Background: an optimization exercise with open tools, aiming at small area and a short achievable clock period. Do not read the settings as production practice. Power and IR drop assume default switching activity.

## the previous run
==> flow/design.v (excerpt) <==
module top(
	input clk_i,
	input rstn_i,
	input acc_en_i,
	input wr_en_i,
	input [2:0] addr_i,
	input [15:0] wdata_i,
	input input1_i,
	input input2_i,
	input input3_i,
	input input4_i,
	input input5_i,
	input input6_i,
	input input7_i,
	input input8_i,
	input input9_i,
	input input10_i,
	input input11_i,
	input input12_i,
	input input13_i,
	input input14_i,
	input input15_i,
	output [15:0] rdata_o,
	output output_o
);
	wire [9:0] duty_cycle_w;
	wire [1:0] frequency_selection_w;
	wire duty_valid_w;
	wire trigger_on_hit_w;
	wire target_valid_w;
	wire [9:0] target_value_w;
	wire clear_w;
	wire SW_trigger_w;
	wire [9:0] actual_counter_value_w;
	wire [9:0] captured_value_w;
	wire cap_valid_w;
	wire tm_running_w;
registor_block registor_block(
	.clk_i(clk_i),
	.rstn_i(rstn_i),
	.acc_en_i(acc_en_i),
	.wr_en_i(wr_en_i),
	.addr_i(addr_i),
	.wdata_i(wdata_i),
	.rdata_o(rdata_o),
	.duty_cycle(duty_cycle_w),
	.frequency_selection(frequency_selection_w),
	.duty_valid(duty_valid_w),
	.trigger_on_hit(trigger_on_hit_w),
	.target_valid(target_valid_w),
	.target_value(target_value_w),
	.clear(clear_w),
	.SW_trigger(SW_trigger_w),
	.actual_counter_value(actual_counter_value_w),
  ...
For scale: roughly 130 flip-flops, ~55 I/O pins.
==> module registor_block, before the edit <==
module registor_block(
	input clk_i,
	input rstn_i,
	input acc_en_i,
	input wr_en_i,
	input [2:0] addr_i,
	input [15:0] wdata_i,
	output [15:0] rdata_o,
	output duty_valid,
	output [9:0] duty_cycle,
	output [1:0] frequency_selection,
	output trigger_on_hit,
	output target_valid,
	output [9:0] target_value,
	output clear,
	output SW_trigger,
	input [9:0] actual_counter_value,
	input [9:0] captured_value,
	input cap_valid,
	input tm_running
);
reg [15:0] CTRL0;
reg [15:0] PWM_MODE;
reg [15:0] CNT_TIMER_MODE0;
reg [15:0] CNT_TIMER_MODE1;
reg [3:0] valid;
wire wr = acc_en_i & wr_en_i;
wire we0 = wr & (addr_i == 3'd0);
wire we1 = wr & (addr_i == 3'd1);
wire we2 = wr & (addr_i == 3'd2);
wire we3 = wr & (addr_i == 3'd3);
always @(posedge clk_i or negedge rstn_i) begin
	if(!rstn_i)
		valid <= 4'd0;
	else
		valid <= valid | {we3, we2, we1, we0};
end
always @(posedge clk_i) begin
	if(we0) CTRL0 <= wdata_i;
	if(we1) PWM_MODE <= wdata_i;
	if(we2) CNT_TIMER_MODE0 <= wdata_i;
	if(we3) CNT_TIMER_MODE1 <= wdata_i;
end
assign duty_valid = valid[1];
assign duty_cycle = PWM_MODE[9:0];
assign frequency_selection = PWM_MODE[13:12] & {2{valid[1]}};
assign trigger_on_hit = valid[2] & (CNT_TIMER_MODE0[5:4] == 2'b01);
assign target_valid = valid[3];
assign target_value = CNT_TIMER_MODE1[9:0];
assign clear = wdata_i[0] & wr & (addr_i == 3'd5);
assign SW_trigger = wdata_i[4] & wr & (addr_i == 3'd5);
wire nrd = ~acc_en_i | wr_en_i;
wire s0 = (addr_i == 3'd0) & valid[0];
wire s1 = (addr_i == 3'd1) & valid[1];
wire s2 = (addr_i == 3'd2) & valid[2];
wire s3 = (addr_i == 3'd3) & valid[3];
wire s4 = (addr_i == 3'd4);
wire s6 = (addr_i == 3'd6);
wire s6c = s6 & cap_valid;
wire [15:0] ya, yb;
genvar i;
generate
	for (i = 0; i < 16; i = i + 1) begin : g_rd
		if (i < 10) begin : g6
			rd_aoi222 ua(.a0(CTRL0[i]), .s0(s0), .a1(PWM_MODE[i]), .s1(s1), .a2(CNT_TIMER_MODE0[i]), .s2(s2), .y(ya[i]));
			rd_aoi222 ub(.a0(CNT_TIMER_MODE1[i]), .s0(s3), .a1(actual_counter_value[i]), .s1(s4), .a2(captured_value[i]), .s2(s6c), .y(yb[i]));
		end else if (i == 12) begin : g5
			rd_aoi222 ua(.a0(CTRL0[i]), .s0(s0), .a1(PWM_MODE[i]), .s1(s1), .a2(CNT_TIMER_MODE0[i]), .s2(s2), .y(ya[i]));
			rd_aoi22 ub(.a0(CNT_TIMER_MODE1[i]), .s0(s3), .a1(tm_running), .s1(s6), .y(yb[i]));
		end else begin : g4
			rd_aoi22 ua(.a0(CTRL0[i]), .s0(s0), .a1(PWM_MODE[i]), .s1(s1), .y(ya[i]));
			rd_aoi22 ub(.a0(CNT_TIMER_MODE0[i]), .s0(s2), .a1(CNT_TIMER_MODE1[i]), .s1(s3), .y(yb[i]));
		end
	end
endgenerate
generate
	for (i = 0; i < 16; i = i + 1) begin : g_out
		rd_aoi21 uo(.a0(ya[i]), .a1(yb[i]), .b(nrd), .y(rdata_o[i]));
	end
endgenerate
endmodule
Settings: LEC_CHECK=0, CAP_MARGIN=20, CORE_MARGIN=2, CORE_UTILIZATION=70, CTS_BUF_LIST=sky130_fd_sc_hd__clkbuf_4 sky130_fd_sc_hd__clkbuf_8, CTS_CLUSTER_DIAMETER=60, CTS_CLUSTER_SIZE=30, SLEW_MARGIN=20, SYNTH_HIERARCHICAL=1, SYNTH_MINIMUM_KEEP_SIZE=0; clock period 25.0 ns.
standard.sh (not shown) runs the stock make flow with config.mk's settings and CLKGATE_MAP_FILE= SYNTH_SCRIPT=/design/flow/synth_recipe.tcl, a recipe that flattens the netlist after the stock synthesis.
==> flow/flow/run.sh <==
#!/bin/bash
# Layout flow: the standard ORFS flow, with port buffers of a plain buffer
# cell, a clock tree without dummy loads, and timing repair aimed at a larger
# setup margin with a restricted set of moves. Clock period and constraints
# are the standard flow's own.
set -euo pipefail
W=$(pwd)
bash standard.sh \
  "BUFFER_PORTS_ARGS=-buffer_cell sky130_fd_sc_hd__buf_2" \
  "CTS_ARGS=-sink_clustering_enable -repair_clock_nets -dont_use_dummy_load -buf_list {sky130_fd_sc_hd__clkbuf_8}" \
  "SETUP_SLACK_MARGIN=13.8" "SETUP_MOVE_SEQUENCE=sizeup,swap" \
  finish > "$W/flow_make.log" 2>&1
The previous run | status: complete | timing, DRC, antenna: pass
#### Input delta (the current run over the previous run)
--- a/flow/design.v
+++ b/flow/design.v
@@ -50,12 +50,14 @@
 assign clear = wdata_i[0] & wr & (addr_i == 3'd5);
 assign SW_trigger = wdata_i[4] & wr & (addr_i == 3'd5);
 wire nrd = ~acc_en_i | wr_en_i;
-wire s0 = (addr_i == 3'd0) & valid[0];
-wire s1 = (addr_i == 3'd1) & valid[1];
-wire s2 = (addr_i == 3'd2) & valid[2];
-wire s3 = (addr_i == 3'd3) & valid[3];
-wire s4 = (addr_i == 3'd4);
-wire s6 = (addr_i == 3'd6);
+wire [2:0] na = ~addr_i;
+wire s0, s1, s2, s3, s4, s6;
+rd_and4 u_s0(.a(na[2]), .b(na[1]), .c(na[0]), .d(valid[0]), .y(s0));
+rd_and4 u_s1(.a(na[2]), .b(na[1]), .c(addr_i[0]), .d(valid[1]), .y(s1));
+rd_and4 u_s2(.a(na[2]), .b(addr_i[1]), .c(na[0]), .d(valid[2]), .y(s2));
+rd_and4 u_s3(.a(na[2]), .b(addr_i[1]), .c(addr_i[0]), .d(valid[3]), .y(s3));
+rd_and3 u_s4(.a(addr_i[2]), .b(na[1]), .c(na[0]), .y(s4));
+rd_and3 u_s6(.a(addr_i[2]), .b(addr_i[1]), .c(na[0]), .y(s6));
 wire s6c = s6 & cap_valid;
 wire [15:0] ya, yb;
 genvar i;
@@ -81,6 +83,12 @@
 endmodule
 module rd_aoi222(input a0, input s0, input a1, input s1, input a2, input s2, output y);
 assign y = ~((a0 & s0) | (a1 & s1) | (a2 & s2));
+endmodule
+module rd_and4(input a, input b, input c, input d, output y);
+assign y = a & b & c & d;
+endmodule
+module rd_and3(input a, input b, input c, output y);
+assign y = a & b & c;
 endmodule
 module rd_aoi21(input a0, input a1, input b, output y);
 assign y = ~((a0 & a1) | b);
## What came out
The current run was carried through to the last stage, and its layout satisfied the timing, DRC and antenna checks.
Compared with the previous run, in the current run overall power consumption fell by about 1.7%, wire length on met2 rose by about 3.4%, count of state elements after synthesis stayed essentially flat, non-clock buffering overhead in the final layout stayed essentially flat.
Compared with the previous run, logic depth of the worst register-to-register path in the current run decreased by a few percent.
Area after synthesis: the current run vs the previous run, no meaningful difference
Re final cell area excluding filler cells: the previous run and the current run aren't equal, and the higher value belongs to the current run.
Of the previous run and the current run, the run reporting the lower sum of routed wire length over all layers was the previous run.
The previous run -> the current run: synthesized cell count increased slightly
Per the comparison of the current run with the previous run, wire length of the first global-routing pass shows an increase of about 0.9%; via count shows an increase of 77; final cell count shows an increase of 10; count of final hold-check violations shows no meaningful change.
No functional check of the RTL was part of any run of this note.

==> afterwards: timing with drivers on the ports <==
The flow's constraints put no driver on any port. The routed layouts listed below were extracted and timed again, unchanged, in two steps.
Step 1 assumes that a clkbuf_16 drives the clock port and a buf_2 every other input.
Step 2 moves the port delays by t, midway between the first and last clock arrival at a register: inputs arrive t later, outputs are due t later. That takes back most of the time a late clock gives input paths.
a / b / c = no drivers / after step 1 / after step 2; a / b = the first two.
| run | shift t [ns] | setup WS [ns] | worst hold slack (ns) | latest minus earliest clock arrival (ns) |
|---|---|---|---|---|
| the previous run | 0.459 | 13.236 / 13.188 / 13.188 | 0.503 / 0.503 / 0.503 | 0.016 / 0.017 |
| the current run | 0.476 | 13.667 / 13.571 / 13.531 | 0.495 / 0.495 / 0.495 | 0.027 / 0.026 |
After both steps setup and hold are still met in every run listed. For the current run, which loses most, drivers alone change the setup slack by -0.096 ns; drivers and shift together by -0.136 ns.
